What follows belongs to an exercise in optimizing a design on an open flow for small area; a production flow would make more cautious choices.
In this exercise RTL edits were held to simulation tests only and were not proved equivalent to the original.
No driver is modelled on the clock port, so clocking that relies on it looks cheaper here than on a real chip.
No activity file was given, so power comes from the tool's default toggle rates.

## generic_adder_tree
module generic_adder_tree #(
    parameter INPUT_COUNT = 32,
    parameter DATA_WIDTH  = 16
) (
    input clk,
    input rst_n,
    input [INPUT_COUNT-1:0] [DATA_WIDTH-1:0] i_data,
    output [$clog2(INPUT_COUNT)+DATA_WIDTH-1:0] o_sum
);
Size in the first run: ~670 cells after synthesis, about 150 flip-flops, roughly 540 I/O pins, roughly 0.013 mm² of cells after synthesis.
Settings: LEC_CHECK=0, CAP_MARGIN=20, CORE_AREA=2 2 253 84, DIE_AREA=0 0 255 86, GPL_TIMING_DRIVEN=1, PLACE_DENSITY=0.8, SETUP_SLACK_MARGIN=0.05, SLEW_MARGIN=20, SYNTH_HIERARCHICAL=1; clock period 4.0 ns.
standard.sh (not shown) runs the stock make flow with config.mk's settings and CLKGATE_MAP_FILE= SYNTH_SCRIPT=/design/flow/synth_recipe.tcl, a recipe that flattens the netlist after the stock synthesis.
==> flow/flow/run.sh <==
#!/bin/bash
# Standard ORFS layout (the standard.sh, standard synthesis unchanged) with:
#  - port buffers made from the smallest buffer cell, buf_1;
#  - a clock tree of clkbuf_4 without dummy balancing loads, whose buffers
#    that drive slow clock edges are then upsized (flow/fixclk.tcl).
set -o pipefail
export BUFFER_PORTS_ARGS="-buffer_cell sky130_fd_sc_hd__buf_1"
export CTS_ARGS="-sink_clustering_enable -repair_clock_nets -dont_use_dummy_load -wire_unit 20 -buf_list sky130_fd_sc_hd__clkbuf_4 -root_buf sky130_fd_sc_hd__clkbuf_4"
export POST_CTS_TCL="$PWD/flow/fixclk.tcl"
bash standard.sh > standard.log 2>&1
==> flow/flow/fixclk.tcl <==
# Upsize clock buffers whose sinks see a slow clock edge.
estimate_parasitics -placement
set_propagated_clock [all_clocks]
set changed 0
foreach inst [get_cells -filter "ref_name==sky130_fd_sc_hd__clkbuf_4"] {
  set out [get_pins -of $inst -filter "direction==output"]
  set mx 0
  foreach l [get_pins -of [get_nets -of $out] -filter "direction==input"] {
    set s [get_property $l slew_max]; if {$s > $mx} {set mx $s}
  }
  if {$mx > 0.100} {
    puts "upsizing [get_property $inst name] (sink slew $mx)"
    replace_cell $inst sky130_fd_sc_hd__clkbuf_8
    incr changed
  }
}
if {$changed} { detailed_placement; check_placement -verbose }
Edit:
--- a/flow/flow/run.sh
+++ b/flow/flow/run.sh
@@ -4,3 +4,4 @@
 #  - a clock tree of clkbuf_4 without dummy balancing loads, whose buffers
-#    that drive slow clock edges are then upsized (flow/fixclk.tcl).
+#    that drive slow clock edges are then upsized (flow/fixclk.tcl);
+#  - after global routing, non-critical cells downsized (RECOVER_POWER).
 set -o pipefail
@@ -8,2 +9,3 @@
 export CTS_ARGS="-sink_clustering_enable -repair_clock_nets -dont_use_dummy_load -wire_unit 20 -buf_list sky130_fd_sc_hd__clkbuf_4 -root_buf sky130_fd_sc_hd__clkbuf_4"
+export RECOVER_POWER=100
 export POST_CTS_TCL="$PWD/flow/fixclk.tcl"
- GPL_TIMING_DRIVEN: 1 -> not set
The new run went through all stages and came out clean.
Utilization barely changes.
Total power hardly moves.
Setup slack degrades by 0.030 ns.
Edit:
==> flow/flow/run.sh (replaced) <==
#!/bin/bash
# Standard ORFS layout (the standard.sh, standard synthesis unchanged) with:
#  - port buffers made from the smallest buffer cell, buf_1;
#  - a clock tree of clkbuf_4 without dummy balancing loads, whose buffers
#    that drive slow clock edges are then upsized (flow/fixclk.tcl).
set -o pipefail
export BUFFER_PORTS_ARGS="-buffer_cell sky130_fd_sc_hd__buf_1"
export CTS_ARGS="-sink_clustering_enable -repair_clock_nets -dont_use_dummy_load -wire_unit 20 -buf_list sky130_fd_sc_hd__clkbuf_4 -root_buf sky130_fd_sc_hd__clkbuf_4"
export POST_CTS_TCL="$PWD/flow/fixclk.tcl"
bash standard.sh > standard.log 2>&1
- CORE_AREA: 2 2 253 84 -> 2 2 243 82
- DIE_AREA: 0 0 255 86 -> 0 0 245 84
- PLACE_DENSITY: 0.8 -> 0.86
The changed run passed the timing, DRC and antenna checks. Count of clock-buffer cells in the layout stays the same. Synthesized cell count does not change. Core utilization climbs by 3.3 points. Worst setup slack is better by 0.034 ns. Cell area hardly moves.
Edit:
- CORE_AREA: 2 2 243 82 -> 2 2 253 84
- DIE_AREA: 0 0 245 84 -> 0 0 255 86
- PLACE_DENSITY: 0.86 -> 0.8
The new run completed without violations; worst setup slack gets worse by 0.0042 ns; total power shrinks by about 3.6%; via count went down by about 5%; first-iteration DRC count fell by about 12%; global-route usage goes down by 5.8 points; area after synthesis is unchanged; clock-buffer cell count is unchanged; non-clock buffer count rises by 1; hold slack improves by 0.12 ns; wire length went down by 9.2%; utilization shrinks by 3.2 points.

## afterwards: timing with drivers on the ports
In the flow no input, the clock included, has a driving cell. The finished layouts below were timed again as built, in two steps. Step 1 (the two cells are an assumption about what drives the block):
set clk [get_ports {clk}]
set_driving_cell -lib_cell sky130_fd_sc_hd__clkbuf_16 $clk
set_driving_cell -lib_cell sky130_fd_sc_hd__buf_2 [delete_from_list [all_inputs] $clk]
Step 2 moves the port delays by t, midway between the first and last clock arrival at a register: inputs arrive t later, outputs are due t later. That takes back most of the time a late clock gives input paths. Slacks: ideal ports / drivers / drivers and shift; pairs: ideal ports / drivers.
| run | t, ns | setup slack, ns | clock arrival spread, ns | worst slew at a driven data input, ns |
|---|---|---|---|---|
| the first run | 0.442 | 0.121 / 0.119 / -0.323 | 0.026 / 0.026 | 0.12 |
| the second run | 0.443 | 0.091 / 0.101 / -0.342 | 0.026 / 0.026 | 0.12 |
| the third run | 0.439 | 0.125 / 0.136 / -0.302 | 0.037 / 0.037 | 0.09 |
| the fourth run | 0.442 | 0.121 / 0.119 / -0.323 | 0.026 / 0.026 | 0.12 |
Met with ideal ports but missed after step 2: setup timing in every run listed.
